This is an optimization exercise on Yosys and OpenROAD, whose aim is small area and a short achievable clock period, not a production implementation. Only simulation tests tie the RTL to the original design; equivalence was not proved. Power figures rest on the tool's default switching activity, not on a simulated workload.

==> flow/design.v (excerpt) <==
module my_fir
#(parameter F=10)
(
input logic                clk,
input logic                rst,
input logic signed  [15:0] filter_in,
output logic signed [31:0] filter_out
    );
logic signed [15:0] d [0:15];
logic r0_1971;
logic r0_1972;
logic r0_1973;
logic r0_1974;
logic r0_1975;
logic r0_1976;
logic r0_1977;
logic r0_1978;
logic r0_1979;
logic r0_1980;
logic r0_1981;
logic r0_1982;
logic r0_1983;
logic r0_1984;
logic r0_1985;
logic r0_1986;
logic r0_1987;
logic r0_1988;
logic r0_1989;
logic r0_1990;
logic r0_1991;
logic r0_1992;
logic r0_1993;
logic r0_1994;
logic r0_1995;
logic r0_1996;
logic r0_1997;
logic r0_1998;
logic r0_1999;
logic r0_2000;
logic r0_2001;
logic r0_2002;
logic r0_2003;
logic r0_2004;
logic r0_2005;
logic r0_2006;
logic r0_2007;
logic r0_2008;
logic r0_2009;
logic r0_2010;
logic r0_2011;
logic r0_2012;
logic r0_2013;
logic r0_2014;
logic r0_2015;
logic r0_2016;
logic r0_2017;
logic r0_2018;
logic r0_2019;
logic r0_2020;
logic r0_2021;
logic r0_2022;
logic r0_2023;
logic r0_2024;
logic r0_2025;
logic r0_2026;
logic r0_2027;
logic r0_2028;
logic r0_2029;
logic r0_2030;
logic r0_2031;
logic r0_2032;
logic r0_2033;
logic r0_2034;
logic r0_2035;
logic r0_2036;
logic r0_2037;
logic r0_2038;
logic r0_2039;
logic r0_2040;
logic r0_2041;
logic r0_2042;
logic r0_2043;
logic r0_2044;
logic r0_2045;
logic r0_2046;
logic r0_2047;
logic r0_2048;
logic r0_2049;
logic r0_2050;
logic r0_2051;
logic r0_2052;
logic r0_2053;
logic r0_2054;
logic r0_2055;
logic r0_2056;
logic r0_2057;
logic r0_2058;
logic r0_2059;
logic r0_2060;
logic r0_2061;
logic r0_2062;
logic r0_2063;
logic r0_2064;
logic r0_2065;
logic r0_2066;
logic r0_2067;
logic r0_2068;
logic r0_2069;
logic r0_2070;
logic r0_2071;
logic r0_2072;
logic r0_2073;
logic r0_2074;
  ...
==> flow/config.mk <==
export PLATFORM = sky130hd
export DESIGN_NAME = my_fir
export DESIGN_NICKNAME = my_fir
export VERILOG_FILES = /design/flow/design.v
export SDC_FILE = /design/flow/constraint.sdc
export NUM_CORES = 4
export LEC_CHECK = 0
export ABC_CLOCK_PERIOD_IN_PS = 2600
export CAP_MARGIN = 20
export CORE_MARGIN = 2
export CORE_UTILIZATION = 60
export CTS_CLUSTER_DIAMETER = 110
export CTS_CLUSTER_SIZE = 28
export PLACE_DENSITY = 0.75
export SETUP_SLACK_MARGIN = 3.95
export SLEW_MARGIN = 20
export SYNTH_HIERARCHICAL = 1
==> flow/constraint.sdc <==
create_clock -name core_clock -period 6.5 [get_ports {clk}]
set_input_delay 1.3000 -clock core_clock [delete_from_list [all_inputs] [get_ports {clk}]]
set_output_delay 1.3000 -clock core_clock [all_outputs]
set_load 0.01 [all_outputs]
standard.sh (not shown) runs the stock make flow with config.mk's settings and CLKGATE_MAP_FILE= SYNTH_SCRIPT=/design/flow/synth_recipe.tcl, a recipe that flattens the netlist after the stock synthesis.
==> flow/flow/run.sh <==
#!/bin/bash
# Standard layout, but the port buffers inserted before placement are plain
# buffers (buf_2) instead of the resizer's default delay cell; everything
# else is the standard flow (standard.sh).
export BUFFER_PORTS_ARGS="-buffer_cell sky130_fd_sc_hd__buf_2"
bash standard.sh > standard.log 2>&1
status=$?
cp standard.sh my_standard_copy.sh.txt 2>/dev/null
exit $status
The baseline ran to the end with no violations.
==> next run, changes <==
==> flow/run.sh (new file) <==
#!/bin/bash
# synth_recipe.tcl (not shown) runs the flow's synth.tcl, then flattens the netlist and writes it again
# the make line also repeats each setting of config.mk as NAME=value (left out here)
make -C /OpenROAD-flow-scripts/flow DESIGN_CONFIG=/design/flow/config.mk WORK_HOME=/design/flow/orfs CLKGATE_MAP_FILE= SYNTH_SCRIPT=/design/flow/synth_recipe.tcl finish
- CTS_CLUSTER_DIAMETER: 110 -> 80
- CTS_CLUSTER_SIZE: 28 -> 18
- SETUP_SLACK_MARGIN: 3.95 -> 3.85
removed: flow/flow/run.sh
removed: flow/standard.sh
What happened: Non-clock buffer count fell by 1. Via count climbs by a few percent. Critical path depth decreases by 3. Worst hold slack gets worse by 0.0052 ns. Die area stays the same. Global-route usage climbs by 0.70 points. Setup slack degrades by 0.12 ns. Sequential power stays flat. Utilization increases by 0.86 points. Clock-buffer cell count rises by 20. Power grows by a few percent.
==> next run, changes <==
==> flow/flow/run.sh (new file) <==
#!/bin/bash
# Standard layout, but the port buffers inserted before placement are plain
# buffers (buf_2) instead of the resizer's default delay cell; everything
# else is the standard flow (standard.sh).
export BUFFER_PORTS_ARGS="-buffer_cell sky130_fd_sc_hd__buf_2"
bash standard.sh > standard.log 2>&1
status=$?
cp standard.sh my_standard_copy.sh.txt 2>/dev/null
exit $status
==> flow/standard.sh (new file) <==
#!/bin/bash
# synth_recipe.tcl (not shown) runs the flow's synth.tcl, then flattens the netlist and writes it again
# the make line also repeats each setting of config.mk as NAME=value (left out here)
make -C /OpenROAD-flow-scripts/flow DESIGN_CONFIG=/design/flow/config.mk WORK_HOME=/design/flow/orfs CLKGATE_MAP_FILE= SYNTH_SCRIPT=/design/flow/synth_recipe.tcl "${@:-finish}"
- CTS_CLUSTER_DIAMETER: 80 -> 100
- CTS_CLUSTER_SIZE: 18 -> 24
- SETUP_SLACK_MARGIN: 3.85 -> 3.95
removed: flow/run.sh
The new run produced a clean layout.
Design area falls by 0.84%.
Setup slack improves by 0.12 ns.
First-iteration DRC count rises by 1.5%.
Combinational power barely changes.
==> next run, changes <==
==> flow/run.sh (new file) <==
#!/bin/bash
# synth_recipe.tcl (not shown) runs the flow's synth.tcl, then flattens the netlist and writes it again
# the make line also repeats each setting of config.mk as NAME=value (left out here)
make -C /OpenROAD-flow-scripts/flow DESIGN_CONFIG=/design/flow/config.mk WORK_HOME=/design/flow/orfs CLKGATE_MAP_FILE= SYNTH_SCRIPT=/design/flow/synth_recipe.tcl finish
- CTS_CLUSTER_DIAMETER: 100 -> 80
- CTS_CLUSTER_SIZE: 24 -> 18
removed: flow/flow/run.sh
removed: flow/standard.sh
Result: Power went up by 3.3%. Final cell count goes up by 0.68%. Core utilization goes up by 0.89 points. Via count came out higher by 0.85%. Clock-buffer cell count rises by 19. Hold slack stays flat. Sequential power is about the same. Combinational power is higher by about 3%. Worst setup slack got worse by 0.034 ns. Global-route usage increases by 0.68 points. Cell area grows by 1.4%.

---

Setup of P:
my_fir, a different RTL version from the one above (not shown whole).
Size in the first run: ~2400 cells after synthesis, ~660 flip-flops, about 0.038 mm^2 of cells after synthesis.
Design my_fir, start of the top module:
module my_fir
#(parameter F=10)
(
input logic                clk,
input logic                rst,
input logic signed  [15:0] filter_in,
output logic signed [31:0] filter_out
    );
make LEC_CHECK=0 ABC_CLOCK_PERIOD_IN_PS=2600 CAP_MARGIN=20 CORE_MARGIN=2 CORE_UTILIZATION=40 PLACE_DENSITY=0.6 SETUP_SLACK_MARGIN=3.6 SLEW_MARGIN=20 SYNTH_HIERARCHICAL=1 finish   # period 6.5 ns
run.sh (not shown) runs the stock make flow with config.mk's settings and CLKGATE_MAP_FILE= SYNTH_SCRIPT=/design/flow/synth_recipe.tcl, a recipe that flattens the netlist after the stock synthesis.
Stock flow here: none of the scripts above is used.
The inputs of Q differ from those of P as listed below.
Settings: SETUP_SLACK_MARGIN no longer set, was 3.6.
## What came out
Q finished every step from synthesis to the final layout, and the layout passed the timing, DRC and antenna checks.
Compared Q against P; combined global-route utilization of all metal layers within noise.
[compare] base=P new=Q: share of power burned in the clock network held, register share of the cell area held, total power went down 0.15 mW, cell area went down 720 um^2, average wire per cell in the routed design went up 0.81%.
Q reports its library cell contributing the largest single delay on the critical path as dfrtp_1 while P reports clkdlybuf4s50_1.
Route | Q vs P | wire shorter in Q
Compare Q and P | share of final layout cell area taken by non-clock buffers higher: P
[inputs] R vs Q
Settings: SETUP_SLACK_MARGIN now 3.9, previously not set.
### Flow results
Final worst-path cycle share in R is 6.2 points below Q.
Combinational power grows by more than 10% when moving from Q to R.
Per the comparison of R with Q, highest cell delay on the worst timing path decreased by 0.46 ns relative to the old numbers; pre-CTS setup slack decreased by 0.29 ns relative to the old numbers; multi-input logic area increased by about 5.7% relative to the old numbers.

==> re-timing with driven ports <==
The results above use ideal ports. As a check the final layouts listed here were re-extracted and re-timed, cells and wires unchanged. Step 1: set_driving_cell puts a clkbuf_16 on clk and a buf_2 on each other input, an assumption about the parent block. Step 2 times the ports against the registers' clock, not the clock port: input delays grow and output delays shrink by t, the midpoint of the rising clock arrivals with the driver on. Slacks: ideal ports / drivers / drivers and shift; pairs: ideal ports / drivers.
run | t (ns) | setup slack, ns | worst setup path at the end | pins driven straight from the clock port
the first run of note 1 | 0.698 | 3.917 / 3.879 / 3.608 | input, reset recovery | 1
the second run of note 1 | 0.671 | 3.799 / 3.736 / 3.316 | input, reset recovery | 1
the third run of note 1 | 0.645 | 3.923 / 3.923 / 3.604 | input, reset recovery | 1
the fourth run of note 1 | 0.669 | 3.889 / 3.826 / 3.313 | input, reset recovery | 1
P | 0.695 | 3.565 / 3.499 / 3.267 | input, reset recovery | 1
Q | 0.692 | 3.217 / 3.217 / 3.217 | register to register | 1
R | 0.705 | 3.620 / 3.620 / 3.421 | input, reset recovery | 1
After both steps setup and hold are still met in every run listed. For the fourth run of note 1, which loses most, drivers alone change the setup slack by -0.063 ns; drivers and shift together by -0.576 ns. Setup slack includes reset recovery checks.
